Context: an optimization exercise on an open-source flow, tuned for small area, a short achievable clock period and few clock cycles. The choices shown serve that exercise and are no tape-out recipe. At most, simulation tests tie the RTL to the original design; equivalence was not proved. Power figures rest on the tool's default switching activity, not on a simulated workload.

## bch_encoder
module bch_encoder(rst, clk, msg, bch_dataout, done);
    input rst;
    input clk;
    input [190:0] msg;
    output reg [254:0] bch_dataout;
    output reg done;
    wire x191; bch_xn u191(.a(msg[30]), .b(msg[121]), .y(x191));
    wire x192; bch_xn u192(.a(msg[52]), .b(msg[76]), .y(x192));
    wire x193; bch_xn u193(.a(msg[75]), .b(msg[80]), .y(x193));
    wire x194; bch_xn u194(.a(msg[73]), .b(msg[176]), .y(x194));
    wire x195; bch_xn u195(.a(msg[2]), .b(msg[136]), .y(x195));
    wire x196; bch_xn u196(.a(msg[174]), .b(msg[175]), .y(x196));
    wire x197; bch_xn u197(.a(msg[74]), .b(msg[177]), .y(x197));
    wire x198; bch_xn u198(.a(msg[51]), .b(msg[178]), .y(x198));
    wire x199; bch_xn u199(.a(msg[179]), .b(msg[190]), .y(x199));
    wire x200; bch_xn u200(.a(msg[63]), .b(msg[98]), .y(x200));
    wire x201; bch_xn u201(.a(msg[114]), .b(msg[122]), .y(x201));
    wire x202; bch_xn u202(.a(msg[106]), .b(msg[137]), .y(x202));
    wire x203; bch_xn u203(.a(msg[33]), .b(msg[138]), .y(x203));
    wire x204; bch_xn u204(.a(msg[10]), .b(msg[26]), .y(x204));
    wire x205; bch_xn u205(.a(msg[9]), .b(msg[25]), .y(x205));
    wire x206; bch_xn u206(.a(msg[48]), .b(msg[165]), .y(x206));
    wire x207; bch_xn u207(.a(msg[22]), .b(msg[44]), .y(x207));
    wire x208; bch_xn u208(.a(msg[5]), .b(msg[85]), .y(x208));
    wire x209; bch_xn u209(.a(msg[1]), .b(msg[135]), .y(x209));
    wire x210; bch_xn u210(.a(msg[0]), .b(msg[164]), .y(x210));
    wire x211; bch_xn u211(.a(msg[78]), .b(msg[84]), .y(x211));
    wire x212; bch_xn u212(.a(msg[32]), .b(msg[86]), .y(x212));
    wire x213; bch_xn u213(.a(msg[123]), .b(msg[128]), .y(x213));
    wire x214; bch_xn u214(.a(msg[139]), .b(msg[166]), .y(x214));
    wire x215; bch_xn u215(.a(msg[116]), .b(msg[185]), .y(x215));
    wire x216; bch_xn u216(.a(msg[124]), .b(msg[129]), .y(x216));
    wire x217; bch_xn u217(.a(msg[62]), .b(msg[97]), .y(x217));
  ...
Size: about 28000 um2 of cells after synthesis.
clock: 6.0 ns
lec_check: 0
cap_margin: 20
core_margin: 2
core_utilization: 35
setup_slack_margin: 2.75
slew_margin: 20
synth_hierarchical: 1
synth_minimum_keep_size: 0
standard.sh (not shown) runs the stock make flow with config.mk's settings and CLKGATE_MAP_FILE= SYNTH_SCRIPT=/design/flow/synth_recipe.tcl, a recipe that flattens the netlist after the stock synthesis.
==> flow/flow/run.sh <==
#!/bin/bash
# Standard ORFS layout (standard synthesis) with one change: every input port
# is buffered with buf_2 and every output port with buf_1 (global_place.tcl's
# one buffer_ports call becomes two, in a copy of ORFS's scripts), instead of
# the resizer's default pick for both.
# make's output goes to make_finish.log here; ORFS's own logs are under orfs/logs.
set -euo pipefail
here=$(pwd)
IBUF=sky130_fd_sc_hd__buf_2
OBUF=sky130_fd_sc_hd__buf_1
rm -rf scripts_bp; cp -r "$FLOW_HOME/scripts" scripts_bp
sed -i 's|^    buffer_ports {\*}\[env_var_or_empty BUFFER_PORTS_ARGS\]|    buffer_ports -inputs -buffer_cell '"$IBUF"'; buffer_ports -outputs -buffer_cell '"$OBUF"'|' scripts_bp/global_place.tcl
grep -q "buffer_ports -inputs" scripts_bp/global_place.tcl
bash standard.sh "SCRIPTS_DIR=$here/scripts_bp" finish > make_finish.log 2>&1
Testbench counts at the start, summed over its fixed seeds: cycles 480.
Rerun with:
--- a/flow/flow/run.sh
+++ b/flow/flow/run.sh
@@ -3 +3 @@
-# is buffered with buf_2 and every output port with buf_1 (global_place.tcl's
+# is buffered with buf_4 and every output port with buf_1 (global_place.tcl's
@@ -5,0 +6,3 @@
+# Also: after global-route timing repair, gates off the critical paths are
+# downsized again (ORFS's RECOVER_POWER step, with its repair_timing call
+# patched to keep SETUP_SLACK_MARGIN as its setup margin).
@@ -9 +12 @@
-IBUF=sky130_fd_sc_hd__buf_2
+IBUF=sky130_fd_sc_hd__buf_4
@@ -14 +17,3 @@
-bash standard.sh "SCRIPTS_DIR=$here/scripts_bp" finish > make_finish.log 2>&1
+sed -i 's|^  append_env_var additional_args RECOVER_POWER -recover_power 1|  append_env_var additional_args RECOVER_POWER -recover_power 1\n  append_env_var additional_args SETUP_SLACK_MARGIN -setup_margin 1|' scripts_bp/util.tcl
+grep -q "SETUP_SLACK_MARGIN -setup_margin 1" scripts_bp/util.tcl
+bash standard.sh "SCRIPTS_DIR=$here/scripts_bp" RECOVER_POWER=100 finish > make_finish.log 2>&1
After rerunning: With this change the flow ran to the end with violations: capacitance limit, slew limit. Wire length fell by about 0.7%. Worst setup slack loses 1.4 ns. Area after synthesis is unchanged. Global-route usage fell by 0.59 points. Non-clock buffer count fell by 66. Core utilization fell by 2.8 points. Total power fell by about 4%. Critical path depth fell by 1. Sequential share of layout area rose by 1.2 points.

Another version of the RTL of bch_encoder (not shown whole).
For scale: roughly 2600 cells after synthesis, about 260 flip-flops.
==> flow/design.v (excerpt) <==
module bch_encoder(rst, clk, msg, bch_dataout, done);
    input rst;
    input clk;
    input [190:0] msg;
    output reg [254:0] bch_dataout;
    output reg done;
    wire x191 = msg[121] ~^ msg[147];
    wire x192 = msg[51] ~^ msg[75];
    wire x193 = msg[30] ~^ msg[33];
    wire x194 = msg[52] ~^ msg[179];
    wire x195 = msg[80] ~^ msg[122];
    wire x196 = msg[74] ~^ msg[177];
    wire x197 = msg[73] ~^ msg[176];
    wire x198 = msg[2] ~^ msg[174];
    wire x199 = msg[63] ~^ msg[98];
    wire x200 = msg[0] ~^ msg[175];
    wire x201 = msg[107] ~^ msg[136];
    wire x202 = msg[32] ~^ msg[137];
    wire x203 = msg[22] ~^ msg[44];
    wire x204 = msg[76] ~^ msg[139];
    wire x205 = msg[78] ~^ msg[84];
    wire x206 = msg[9] ~^ msg[25];
    wire x207 = msg[10] ~^ msg[26];
    wire x208 = msg[48] ~^ msg[165];
    wire x209 = msg[178] ~^ msg[190];
    wire x210 = msg[138] ~^ msg[185];
    wire x211 = msg[5] ~^ msg[85];
    wire x212 = msg[123] ~^ msg[128];
    wire x213 = msg[1] ~^ msg[135];
    wire x214 = msg[6] ~^ msg[86];
    wire x215 = msg[8] ~^ msg[166];
    wire x216 = msg[61] ~^ msg[96];
    wire x217 = msg[7] ~^ msg[88];
    wire x218 = msg[24] ~^ msg[116];
    wire x219 = msg[62] ~^ msg[97];
    wire x220 = msg[124] ~^ msg[129];
    wire x221 = msg[11] ~^ msg[115];
    wire x222 = msg[157] ~^ msg[164];
    wire x223 = msg[27] ~^ msg[172];
    wire x224 = msg[106] ~^ msg[183];
    wire x225 = msg[53] ~^ msg[146];
    wire x226 = msg[23] ~^ msg[45];
    wire x227 = msg[4] ~^ msg[156];
    wire x228 = msg[89] ~^ msg[169];
    wire x229 = msg[108] ~^ msg[114];
    wire x230 = msg[28] ~^ msg[173];
    wire x231 = msg[134] ~^ msg[184];
    wire x232 = msg[14] ~^ msg[90];
  ...
==> flow/config.mk <==
export PLATFORM = sky130hd
export DESIGN_NAME = bch_encoder
export DESIGN_NICKNAME = bch_encoder
export VERILOG_FILES = /design/flow/design.v
export SDC_FILE = /design/flow/constraint.sdc
export NUM_CORES = 4
export LEC_CHECK = 0
export CAP_MARGIN = 20
export CORE_MARGIN = 2
export CORE_UTILIZATION = 35
export SETUP_SLACK_MARGIN = 2.5
export SLEW_MARGIN = 20
==> flow/constraint.sdc <==
create_clock -name core_clock -period 6.0 [get_ports {clk}]
set_input_delay 1.2000 -clock core_clock [delete_from_list [all_inputs] [get_ports {clk}]]
set_output_delay 1.2000 -clock core_clock [all_outputs]
set_load 0.01 [all_outputs]
==> flow/flow/run.sh <==
#!/bin/bash
# Standard ORFS layout with these changes:
#  - synthesis maps the XOR network cell for cell (flow/synth_xor.tcl and
#    flow/xormap.v, through a copy of ORFS's scripts whose synth.tcl calls
#    techmap in place of abc);
#  - the 3-input XOR/XNOR cells are added to the don't-use list;
#  - ports are buffered with buf_2 instead of the resizer's default pick.
# Each make run logs to its own file here; ORFS's own logs are under orfs/logs.
set -euo pipefail
here=$(pwd)
DU="sky130_fd_sc_hd__probe_p_8 sky130_fd_sc_hd__probec_p_8 sky130_fd_sc_hd__lpflow_bleeder_1 sky130_fd_sc_hd__lpflow_clkbufkapwr_1 sky130_fd_sc_hd__lpflow_clkbufkapwr_16 sky130_fd_sc_hd__lpflow_clkbufkapwr_2 sky130_fd_sc_hd__lpflow_clkbufkapwr_4 sky130_fd_sc_hd__lpflow_clkbufkapwr_8 sky130_fd_sc_hd__lpflow_clkinvkapwr_1 sky130_fd_sc_hd__lpflow_clkinvkapwr_16 sky130_fd_sc_hd__lpflow_clkinvkapwr_2 sky130_fd_sc_hd__lpflow_clkinvkapwr_4 sky130_fd_sc_hd__lpflow_clkinvkapwr_8 sky130_fd_sc_hd__lpflow_decapkapwr_12 sky130_fd_sc_hd__lpflow_decapkapwr_3 sky130_fd_sc_hd__lpflow_decapkapwr_4 sky130_fd_sc_hd__lpflow_decapkapwr_6 sky130_fd_sc_hd__lpflow_decapkapwr_8 sky130_fd_sc_hd__lpflow_inputiso0n_1 sky130_fd_sc_hd__lpflow_inputiso0p_1 sky130_fd_sc_hd__lpflow_inputiso1n_1 sky130_fd_sc_hd__lpflow_inputiso1p_1 sky130_fd_sc_hd__lpflow_inputisolatch_1 sky130_fd_sc_hd__lpflow_isobufsrc_1 sky130_fd_sc_hd__lpflow_isobufsrc_16 sky130_fd_sc_hd__lpflow_isobufsrc_2 sky130_fd_sc_hd__lpflow_isobufsrc_4 sky130_fd_sc_hd__lpflow_isobufsrc_8 sky130_fd_sc_hd__lpflow_isobufsrckapwr_16 sky130_fd_sc_hd__lpflow_lsbuf_lh_hl_isowell_tap_1 sky130_fd_sc_hd__lpflow_lsbuf_lh_hl_isowell_tap_2 sky130_fd_sc_hd__lpflow_lsbuf_lh_hl_isowell_tap_4 sky130_fd_sc_hd__lpflow_lsbuf_lh_isowell_4 sky130_fd_sc_hd__lpflow_lsbuf_lh_isowell_tap_1 sky130_fd_sc_hd__lpflow_lsbuf_lh_isowell_tap_2 sky130_fd_sc_hd__lpflow_lsbuf_lh_isowell_tap_4 sky130_fd_sc_hd__fill_1 sky130_fd_sc_hd__fill_2 sky130_fd_sc_hd__fill_4 sky130_fd_sc_hd__fill_8 "
DU="$DU sky130_fd_sc_hd__xor3_1 sky130_fd_sc_hd__xor3_2 sky130_fd_sc_hd__xor3_4"
DU="$DU sky130_fd_sc_hd__xnor3_1 sky130_fd_sc_hd__xnor3_2 sky130_fd_sc_hd__xnor3_4"
BP=sky130_fd_sc_hd__buf_2
rm -rf scripts_xor; cp -r "$FLOW_HOME/scripts" scripts_xor
sed -i 's|^  log_cmd abc {\*}$abc_args|  techmap -map '"$here"'/flow/xormap.v|' scripts_xor/synth.tcl
grep -q "flow/xormap.v" scripts_xor/synth.tcl
bash standard.sh "DONT_USE_CELLS=$DU" "BUFFER_PORTS_ARGS=-buffer_cell $BP" \
  "SCRIPTS_DIR=$here/scripts_xor" "SYNTH_SCRIPT=$here/flow/synth_xor.tcl" synth > make_synth.log 2>&1
bash standard.sh "DONT_USE_CELLS=$DU" "BUFFER_PORTS_ARGS=-buffer_cell $BP" finish > make_finish.log 2>&1
Other scripts of this flow, unchanged in this note and not shown: flow/flow/synth_xor.tcl, flow/flow/xormap.v
Edit:
SETUP_SLACK_MARGIN = 3.0   (was 2.5)
Result:
- The new run completed without violations
- final cell count climbs by 4.1%
- worst setup slack improved by 590 ps
- critical path depth does not change
No run of this note included a check of the RTL's function; only the layout flow was run.

[what the ideal ports hide]
Ports are ideal in the flow. The routed layouts listed here were re-timed in OpenROAD.
Step 1 sets driving cells, clkbuf_16 on the clock port and buf_2 on the other inputs (assumed; they add their load-dependent delay and slew).
Step 2 times the ports against the registers' clock, not the clock port: input delays grow and output delays shrink by t, the midpoint of the rising clock arrivals with the driver on.
Slacks: ideal / step 1 / step 2; pairs: ideal / step 1.
| run | t, ns | setup slack, ns | worst slew at a driven data input, ns | slew violations | cell pins on the clock port's net |
|---|---|---|---|---|---|
| the first run of note 1 | 0.680 | 2.571 / 2.590 / 1.910 | 0.05 | 0 / 0 | 1 |
| the second run of note 1 | 0.693 | 1.135 / 1.155 / 0.462 | 0.04 | 317 / 324 | 1 |
| the first run of note 2 | 0.680 | 2.238 / 2.296 / 1.615 | 0.04 | 0 / 0 | 1 |
| the second run of note 2 | 0.680 | 2.833 / 2.884 / 2.203 | 0.08 | 0 / 0 | 1 |
The drivers bring new slew violations in the second run of note 1. For the second run of note 1, which loses most, drivers alone change the setup slack by +0.020 ns; drivers and shift together by -0.673 ns.
